Context: an optimization exercise on an open-source flow, tuned for small area and a short achievable clock period. The choices shown serve that exercise and are no tape-out recipe. The RTL was checked by simulation tests, not by an equivalence proof against the original design. The flow treats the clock pin as an ideal source, which a real chip does not have. Power and IR drop assume default switching activity.

==> inputs of run E <==
Design game_logic, start of the top module:
module game_logic(
	input clock,
	input resetn,
	input button1,
	input button0,
	input [7:0]player_input,
	output reg [2:0] colour,
	output [9:0] x,
	output [8:0] y,
	output reg plot
);
==> module reset_debouncer, before the edit <==
module reset_debouncer(
    input clk,
    input resetn,
    output reg debounced_signal
);
    reg [6:0] counter;
    always @(posedge clk or negedge resetn) begin
        if (!resetn) begin
            counter <= 0;
            debounced_signal <= 0;
        end else begin
            counter <= {~counter[5:0], ~(counter[0] ^ counter[6])};
            if (counter[6] & counter[4] & ~counter[3] & counter[2] & ~counter[1])
                debounced_signal <= 1'b1;
        end
    end
endmodule
==> module game_logic, before the edit <==
module game_logic(
	input clock,
	input resetn,
	input button1,
	input button0,
	input [7:0]player_input,
	output reg [2:0] colour,
	output [9:0] x,
	output [8:0] y,
	output reg plot
);
	reg [8:0] xr;
	reg [7:0] yr;
	assign x = {1'b0, xr};
	assign y = {1'b0, yr};
	wire [9:0] debounced_input;
	wire debounced_resetn;
	genvar g;
	generate
		for (g = 0; g < 8; g = g + 1) begin : deb_col
			debouncer d(.clk(clock), .resetn(resetn), .noisy_signal(player_input[g]),
				.debounced_signal(debounced_input[g]));
		end
	endgenerate
	debouncer debounce_8(.clk(clock), .resetn(resetn), .noisy_signal(button1),
		.debounced_signal(debounced_input[8]));
	debouncer debounce_9(.clk(clock), .resetn(resetn), .noisy_signal(button0),
		.debounced_signal(debounced_input[9]));
	reset_debouncer debounce_reset(.clk(clock), .resetn(resetn),
		.debounced_signal(debounced_resetn));
	reg [2:0] height [0:7];
	reg [5:0] same [0:7];
	reg turn;
	reg win_flag;
	function above(input [2:0] h, input integer k);
		case (k)
			0: above = h[2] | h[1] | h[0];
			1: above = h[2] | h[1];
			2: above = h[2] | (h[1] & h[0]);
			3: above = h[2];
			4: above = h[2] & (h[1] | h[0]);
			default: above = h[2] & h[1];
		endcase
	endfunction
	function [2:0] inc(input [2:0] h);
		inc = {h[2] | (h[1] & h[0]), h[1] ^ h[0], ~h[0]};
	endfunction
	reg [5:0] mine [0:7];
	integer c, k, d;
	always @* begin
		for (c = 0; c < 8; c = c + 1)
			for (k = 0; k < 6; k = k + 1)
				mine[c][k] = above(height[c], k) & same[c][k];
	end
	reg line;
	always @* begin
		line = 1'b0;
		for (c = 0; c < 8; c = c + 1)
			for (k = 0; k < 6; k = k + 1) begin
				if (k < 3)
					line = line | (mine[c][k] & mine[c][k+1] & mine[c][k+2] & mine[c][k+3]);
				if (c < 5)
					line = line | (mine[c][k] & mine[c+1][k] & mine[c+2][k] & mine[c+3][k]);
				if (c < 5 && k < 3)
					line = line | (mine[c][k] & mine[c+1][k+1] & mine[c+2][k+2] & mine[c+3][k+3]);
				if (c < 5 && k > 2)
					line = line | (mine[c][k] & mine[c+1][k-1] & mine[c+2][k-2] & mine[c+3][k-3]);
			end
	end
	wire button_ok = turn ? debounced_input[8] : debounced_input[9];
	reg [7:0] place;
	always @* begin
		for (c = 0; c < 8; c = c + 1)
			place[c] = debounced_input[c] & ~(height[c][2] & height[c][1]) & button_ok;
	end
	wire any_place = |place;
	function mod5is(input [5:0] q, input integer r);
		integer n;
		begin
			mod5is = 1'b0;
			for (n = r; n < 46; n = n + 5)
				if (q == n) mod5is = 1'b1;
		end
	endfunction
	wire x_wrap = xr[8] & xr[6] & xr[5] & xr[3];    
	wire y_wrap = yr[7] & yr[6] & yr[5] & yr[4];    
	wire x_cell_end = (xr[2:0] == 3'd7) & mod5is(xr[8:3], 4);
	wire x_grid_end = (xr[2:0] == 3'd3) & mod5is(xr[8:3], 0);
	reg [7:0] col;       
	reg x_grid;
	reg [5:0] lvl;
	always @* begin
		for (k = 0; k < 6; k = k + 1)
			lvl[k] = (yr >= 40 * (5 - k)) && (yr < 40 * (6 - k));
	end
	wire y_grid = ~yr[2] & mod5is({1'b0, yr[7:3]}, 0);
	wire on_grid = x_grid | y_grid;
	reg cell_occ, cell_same;
	reg [2:0] hsel;
	reg [5:0] ssel;
	always @* begin
		hsel = 3'd0;
		ssel = 6'd0;
		for (c = 0; c < 8; c = c + 1) begin
			hsel = hsel | ({3{col[c]}} & height[c]);
			ssel = ssel | ({6{col[c]}} & same[c]);
		end
		cell_occ = 1'b0;
		cell_same = 1'b0;
		for (k = 0; k < 6; k = k + 1) begin
			cell_occ = cell_occ | (lvl[k] & above(hsel, k));
			cell_same = cell_same | (lvl[k] & ssel[k]);
		end
	end
	wire cell_own = cell_same ^ turn;
	always @(posedge clock) begin
		if (!debounced_resetn) begin
			xr <= 0;
			yr <= 0;
			colour <= 3'b000;
			plot <= 1'b0;
			col <= 8'd1;
			x_grid <= 1'b1;
			turn <= 1'b0;
			win_flag <= 1'b0;
			for (c = 0; c < 8; c = c + 1)
				height[c] <= 0;
		end else begin
			for (c = 0; c < 8; c = c + 1)
				if (place[c])
					height[c] <= inc(height[c]);
			if (any_place)
				turn <= ~turn;
			if (line)
				win_flag <= 1'b1;
			if (win_flag)
				colour <= turn ? 3'b100 : 3'b010;
			else if (on_grid)
				colour <= 3'b001;
			else if (cell_occ)
				colour <= cell_own ? 3'b010 : 3'b100;
			else
				colour <= 3'b111;
			if (x_wrap) begin
				xr <= 9'd0;
				col <= 8'd1;
				x_grid <= 1'b1;
				if (y_wrap)
					yr <= 8'd0;
				else
					yr <= yr + 8'd1;
			end else begin
				xr <= xr + 9'd1;
				if (x_cell_end) begin
					col <= col << 1;
					x_grid <= 1'b1;
				end else if (x_grid_end)
					x_grid <= 1'b0;
			end
			plot <= 1'b1;
		end
	end
	always @(posedge clock) begin
		for (c = 0; c < 8; c = c + 1)
			for (k = 0; k < 6; k = k + 1)
				same[c][k] <= ~above(height[c], k) | (same[c][k] ^ any_place);
	end
endmodule
clock: 8.0 ns
lec_check: 0
cap_margin: 20
core_margin: 2
core_utilization: 40
slew_margin: 20
standard.sh (not shown) runs the stock make flow with config.mk's settings and CLKGATE_MAP_FILE= SYNTH_SCRIPT=/design/flow/synth_recipe.tcl, a recipe that flattens the netlist after the stock synthesis.
==> flow/flow/run.sh <==
#!/bin/bash
set -euo pipefail
MARGIN=${MARGIN:-5.6}
KNOBS="CORE_UTILIZATION=55 SETUP_SLACK_MARGIN=$MARGIN CTS_CLUSTER_SIZE=25 CTS_CLUSTER_DIAMETER=60"
bash standard.sh $KNOBS cts > standard_cts.log 2>&1
R=orfs/results/sky130hd/game_logic/base
ODB=$R/4_cts.odb ODB_OUT=$R/4_cts.odb openroad -no_init -exit flow/drop_root.tcl > drop_root.log 2>&1
bash standard.sh $KNOBS finish > standard.log 2>&1
==> flow/flow/drop_root.tcl <==
# Remove the clock tree's root buffer: the clock port drives the tree's first
# level of buffers directly (two to four cell pins), which takes one buffer
# delay out of every register's clock arrival alike.
read_db $::env(ODB)
set block [ord::get_db_block]
set port_net [$block findNet clock]
set drv ""
foreach it [$port_net getITerms] {
  lappend drv $it
}
if { [llength $drv] != 1 } { error "clock port net has [llength $drv] cell pins" }
set root [[lindex $drv 0] getInst]
set root_name [$root getName]
set out_net ""
foreach it [$root getITerms] {
  if { [$it isOutputSignal] } { set out_net [$it getNet] }
}
set loads {}
foreach it [$out_net getITerms] {
  if { [$it getInst] != $root } { lappend loads $it }
}
puts "root $root_name drives [llength $loads] pins on [$out_net getName]"
if { [llength $loads] > 4 } { error "too many loads for the clock port" }
foreach it $loads {
  $it disconnect
  $it connect $port_net
}
odb::dbInst_destroy $root
odb::dbNet_destroy $out_net
puts "clock port now drives [llength [$port_net getITerms]] cell pins"
write_db $::env(ODB_OUT)
==> run M: changes against run E <==
--- a/flow/design.v
+++ b/flow/design.v
@@ -32,8 +32,8 @@
             counter <= 0;
             debounced_signal <= 0;
         end else begin
-            counter <= {~counter[5:0], ~(counter[0] ^ counter[6])};
-            if (counter[6] & counter[4] & ~counter[3] & counter[2] & ~counter[1])
+            counter <= {counter[5:0], ~(counter[6] ^ counter[5])};
+            if (counter == 7'b0101101)
                 debounced_signal <= 1'b1;
         end
     end
@@ -126,41 +126,27 @@
 	wire y_wrap = yr[7] & yr[6] & yr[5] & yr[4];    
 	wire x_cell_end = (xr[2:0] == 3'd7) & mod5is(xr[8:3], 4);
 	wire x_grid_end = (xr[2:0] == 3'd3) & mod5is(xr[8:3], 0);
-	reg [7:0] col;       
-	reg x_grid;
-	reg [5:0] lvl;
-	always @* begin
-		for (k = 0; k < 6; k = k + 1)
-			lvl[k] = (yr >= 40 * (5 - k)) && (yr < 40 * (6 - k));
-	end
-	wire y_grid = ~yr[2] & mod5is({1'b0, yr[7:3]}, 0);
+	wire y_cell_end = (yr[2:0] == 3'd7) & mod5is({1'b0, yr[7:3]}, 4);
+	wire y_grid_end = (yr[2:0] == 3'd3) & mod5is({1'b0, yr[7:3]}, 0);
+	reg [3:0] col;       
+	reg [2:0] lvl;       
+	reg x_grid, y_grid;
 	wire on_grid = x_grid | y_grid;
-	reg cell_occ, cell_same;
-	reg [2:0] hsel;
-	reg [5:0] ssel;
-	always @* begin
-		hsel = 3'd0;
-		ssel = 6'd0;
-		for (c = 0; c < 8; c = c + 1) begin
-			hsel = hsel | ({3{col[c]}} & height[c]);
-			ssel = ssel | ({6{col[c]}} & same[c]);
-		end
-		cell_occ = 1'b0;
-		cell_same = 1'b0;
-		for (k = 0; k < 6; k = k + 1) begin
-			cell_occ = cell_occ | (lvl[k] & above(hsel, k));
-			cell_same = cell_same | (lvl[k] & ssel[k]);
-		end
-	end
-	wire cell_own = cell_same ^ turn;
+	wire on_cell = ~col[3] & (lvl != 3'd7);
+	wire [2:0] hcol = height[col[2:0]];
+	wire [5:0] wcol = same[col[2:0]];
+	wire cell_occ = hcol > lvl;
+	wire cell_own = wcol[lvl] ^ turn;
 	always @(posedge clock) begin
 		if (!debounced_resetn) begin
 			xr <= 0;
 			yr <= 0;
 			colour <= 3'b000;
 			plot <= 1'b0;
-			col <= 8'd1;
+			col <= 4'd0;
+			lvl <= 3'd5;
 			x_grid <= 1'b1;
+			y_grid <= 1'b1;
 			turn <= 1'b0;
 			win_flag <= 1'b0;
 			for (c = 0; c < 8; c = c + 1)
@@ -177,22 +163,30 @@
 				colour <= turn ? 3'b100 : 3'b010;
 			else if (on_grid)
 				colour <= 3'b001;
-			else if (cell_occ)
+			else if (on_cell && cell_occ)
 				colour <= cell_own ? 3'b010 : 3'b100;
 			else
 				colour <= 3'b111;
 			if (x_wrap) begin
 				xr <= 9'd0;
-				col <= 8'd1;
+				col <= 4'd0;
 				x_grid <= 1'b1;
-				if (y_wrap)
+				if (y_wrap) begin
 					yr <= 8'd0;
-				else
+					lvl <= 3'd5;
+					y_grid <= 1'b1;
+				end else begin
 					yr <= yr + 8'd1;
+					if (y_cell_end) begin
+						lvl <= lvl - 3'd1;
+						y_grid <= 1'b1;
+					end else if (y_grid_end)
+						y_grid <= 1'b0;
+				end
 			end else begin
 				xr <= xr + 9'd1;
 				if (x_cell_end) begin
-					col <= col << 1;
+					col <= col + 4'd1;
 					x_grid <= 1'b1;
 				end else if (x_grid_end)
 					x_grid <= 1'b0;
==> flow/run.sh (new file) <==
#!/bin/bash
# synth_recipe.tcl (not shown) runs the flow's synth.tcl, then flattens the netlist and writes it again
# the make line also repeats each setting of config.mk as NAME=value (left out here)
make -C /OpenROAD-flow-scripts/flow DESIGN_CONFIG=/design/flow/config.mk WORK_HOME=/design/flow/orfs CLKGATE_MAP_FILE= SYNTH_SCRIPT=/design/flow/synth_recipe.tcl finish
- CORE_UTILIZATION: 40 -> 55
- SETUP_SLACK_MARGIN: not set -> 5.0
removed: flow/flow/run.sh
removed: flow/flow/drop_root.tcl
removed: flow/standard.sh
==> run H: changes against run E <==
--- a/flow/design.v
+++ b/flow/design.v
@@ -126,14 +126,11 @@
 	wire y_wrap = yr[7] & yr[6] & yr[5] & yr[4];    
 	wire x_cell_end = (xr[2:0] == 3'd7) & mod5is(xr[8:3], 4);
 	wire x_grid_end = (xr[2:0] == 3'd3) & mod5is(xr[8:3], 0);
+	wire y_cell_end = (yr[2:0] == 3'd7) & mod5is({1'b0, yr[7:3]}, 4);
+	wire y_grid_end = (yr[2:0] == 3'd3) & mod5is({1'b0, yr[7:3]}, 0);
 	reg [7:0] col;       
-	reg x_grid;
-	reg [5:0] lvl;
-	always @* begin
-		for (k = 0; k < 6; k = k + 1)
-			lvl[k] = (yr >= 40 * (5 - k)) && (yr < 40 * (6 - k));
-	end
-	wire y_grid = ~yr[2] & mod5is({1'b0, yr[7:3]}, 0);
+	reg [5:0] lvl;       
+	reg x_grid, y_grid;
 	wire on_grid = x_grid | y_grid;
 	reg cell_occ, cell_same;
 	reg [2:0] hsel;
@@ -160,7 +157,9 @@
 			colour <= 3'b000;
 			plot <= 1'b0;
 			col <= 8'd1;
+			lvl <= 6'b100000;
 			x_grid <= 1'b1;
+			y_grid <= 1'b1;
 			turn <= 1'b0;
 			win_flag <= 1'b0;
 			for (c = 0; c < 8; c = c + 1)
@@ -185,10 +184,18 @@
 				xr <= 9'd0;
 				col <= 8'd1;
 				x_grid <= 1'b1;
-				if (y_wrap)
+				if (y_wrap) begin
 					yr <= 8'd0;
-				else
+					lvl <= 6'b100000;
+					y_grid <= 1'b1;
+				end else begin
 					yr <= yr + 8'd1;
+					if (y_cell_end) begin
+						lvl <= lvl >> 1;
+						y_grid <= 1'b1;
+					end else if (y_grid_end)
+						y_grid <= 1'b0;
+				end
 			end else begin
 				xr <= xr + 9'd1;
 				if (x_cell_end) begin
==> flow/flow/run.sh (replaced) <==
#!/bin/bash
set -euo pipefail
MARGIN=${MARGIN:-5.6}
bash standard.sh CORE_UTILIZATION=55 SETUP_SLACK_MARGIN=$MARGIN finish > standard.log 2>&1
removed: flow/flow/drop_root.tcl
==> run D: changes against run E <==
--- a/flow/design.v
+++ b/flow/design.v
@@ -126,14 +126,11 @@
 	wire y_wrap = yr[7] & yr[6] & yr[5] & yr[4];    
 	wire x_cell_end = (xr[2:0] == 3'd7) & mod5is(xr[8:3], 4);
 	wire x_grid_end = (xr[2:0] == 3'd3) & mod5is(xr[8:3], 0);
+	wire y_cell_end = (yr[2:0] == 3'd7) & mod5is({1'b0, yr[7:3]}, 4);
+	wire y_grid_end = (yr[2:0] == 3'd3) & mod5is({1'b0, yr[7:3]}, 0);
 	reg [7:0] col;       
-	reg x_grid;
-	reg [5:0] lvl;
-	always @* begin
-		for (k = 0; k < 6; k = k + 1)
-			lvl[k] = (yr >= 40 * (5 - k)) && (yr < 40 * (6 - k));
-	end
-	wire y_grid = ~yr[2] & mod5is({1'b0, yr[7:3]}, 0);
+	reg [5:0] lvl;       
+	reg x_grid, y_grid;
 	wire on_grid = x_grid | y_grid;
 	reg cell_occ, cell_same;
 	reg [2:0] hsel;
@@ -160,7 +157,9 @@
 			colour <= 3'b000;
 			plot <= 1'b0;
 			col <= 8'd1;
+			lvl <= 6'b100000;
 			x_grid <= 1'b1;
+			y_grid <= 1'b1;
 			turn <= 1'b0;
 			win_flag <= 1'b0;
 			for (c = 0; c < 8; c = c + 1)
@@ -185,10 +184,18 @@
 				xr <= 9'd0;
 				col <= 8'd1;
 				x_grid <= 1'b1;
-				if (y_wrap)
+				if (y_wrap) begin
 					yr <= 8'd0;
-				else
+					lvl <= 6'b100000;
+					y_grid <= 1'b1;
+				end else begin
 					yr <= yr + 8'd1;
+					if (y_cell_end) begin
+						lvl <= lvl >> 1;
+						y_grid <= 1'b1;
+					end else if (y_grid_end)
+						y_grid <= 1'b0;
+				end
 			end else begin
 				xr <= xr + 9'd1;
 				if (x_cell_end) begin
==> flow/flow/run.sh (replaced) <==
#!/bin/bash
set -euo pipefail
MARGIN=${MARGIN:-5.6}
KNOBS="CORE_UTILIZATION=55 SETUP_SLACK_MARGIN=$MARGIN"
bash standard.sh $KNOBS cts > standard_cts.log 2>&1
R=orfs/results/sky130hd/game_logic/base
ODB=$R/4_cts.odb ODB_OUT=$R/4_cts.odb openroad -no_init -exit flow/drop_root.tcl > drop_root.log 2>&1
bash standard.sh $KNOBS finish > standard.log 2>&1
==> impl_metrics.py <==
metrics = {
    "global_route": {
        "grt_pass1_vias": 7089,
    },
    "worst_hold_path": {
        "worstHoldEndpoint": "debounce_reset.counter[3]$_DFF_PN0_",
    },
    "run_status": {
        "run_status": "complete, no violations",
    },
    "sta": {
        "worstMarginPinSlew_ns": 0.988,
    },
    "final_layout": {
        "final_nets": 1057,
        "finalNonFillerCells": 1247,
        "fillers": 1387,
        "clkbuf_count": 31,
    },
    "synthesis": {
        "total_standard_cell_area_after_synthesis_um2": 9210,
        "synth_xor_xnor_area_share_pct": 8.85,
        "ys_seq_area_share_pct": 45.5,
    },
    "setup_path": {
        "arrival_ns": 1.37,
        "ordered_cell_list_for_the_critical_path": "clkdlybuf4s50_1",
    },
    "power": {
        "comb-power_uw": 318,
    },
}
(the above is from run M)
==> impl_metrics.py <==
metrics = {
    "sta": {
        "worstMarginPinSlew_ns": 0.695,
    },
    "final_layout": {
        "final_nets": 1041,
        "clkbuf_count": 16,
    },
    "synthesis": {
        "total_standard_cell_area_after_synthesis_um2": 8990,
        "ys_seq_area_share_pct": 46.5,
    },
    "run_status": {
        "run_status": "complete, no violations",
    },
    "setup_path": {
        "arrival_ns": 0.82,
        "ordered_cell_list_for_the_critical_path": "buf_6",
    },
    "power": {
        "comb-power_uw": 342,
    },
    "worst_hold_path": {
        "worstHoldEndpoint": "debounce_reset.counter[6]$_DFF_PN0_",
    },
}
(the above is from run E)
==> impl_metrics.py <==
metrics = {
    "synthesis": {
        "total_standard_cell_area_after_synthesis_um2": 9150,
        "synth_top_family_by_area": "simple AND/OR/NAND/NOR gates",
        "synth_xor_xnor_area_share_pct": 8.61,
        "ys_seq_area_share_pct": 47.3,
    },
    "global_route": {
        "grt_pass1_vias": 7523,
    },
    "setup_path": {
        "ordered_cell_list_for_the_critical_path": "buf_6",
        "arrival_ns": 0.86,
    },
    "sta": {
        "worstMarginPinSlew_ns": 1.03,
    },
    "run_status": {
        "run_status": "complete, no violations",
    },
    "final_layout": {
        "fillers": 1286,
        "finalNonFillerCells": 1259,
        "clkbuf_count": 32,
        "final_nets": 1057,
    },
    "worst_hold_path": {
        "worstHoldEndpoint": "deb_col[3].d.counter[5]$_SDFF_PP0_",
    },
}
(the above is from run D)
==> impl_metrics.py <==
metrics = {
    "sta": {
        "worstMarginPinSlew_ns": 1.06,
    },
    "final_layout": {
        "n_multi_input_combinational_cell": 687,
        "finalNonFillerCells": 1251,
        "final_nets": 1049,
    },
    "power": {
        "part_of_the_total_power_dissipated_in_sequential_elements_pct": 46.3,
        "comb-power_uw": 325,
        "seq-power_uw": 1200,
    },
    "synthesis": {
        "total_standard_cell_area_after_synthesis_um2": 9150,
        "netlist_cell_types": 65,
    },
    "setup_path": {
        "ordered_cell_list_for_the_critical_path": "buf_6",
    },
    "global_route": {
        "grt_pass1_vias": 7533,
    },
    "run_status": {
        "run_status": "complete, no violations",
    },
    "worst_hold_path": {
        "worstHoldEndpoint": "deb_col[3].d.counter[5]$_SDFF_PP0_",
    },
}
(the above is from run H)

## port drivers added, routing unchanged
How much do the figures lean on ideal ports? The routed layouts below were timed once more, with nothing changed but the port constraints. Step 1 assumes that a clkbuf_16 drives the clock port and a buf_2 every other input. Step 2 adds t to the input delays and takes it off the output delays; t is the mean of the earliest and latest rising clock arrival at the registers after step 1. Input paths then give back, and output paths get back, about the clock's delay inside the block. a / b / c = no drivers / after step 1 / after step 2; a / b = the first two.
run | shift t [ns] | setup WS [ns] | worst setup path after step 2
run E | 0.394 | 5.582 / 5.526 / 5.275 | input to register
run M | 0.538 | 5.034 / 4.988 / 4.785 | input to register
run H | 0.547 | 5.402 / 5.357 / 5.098 | input to register
run D | 0.422 | 5.539 / 5.483 / 5.205 | input to register
After both steps every run listed still meets setup and hold. For run D, which loses most, drivers alone change the setup slack by -0.056 ns; drivers and shift together by -0.334 ns.
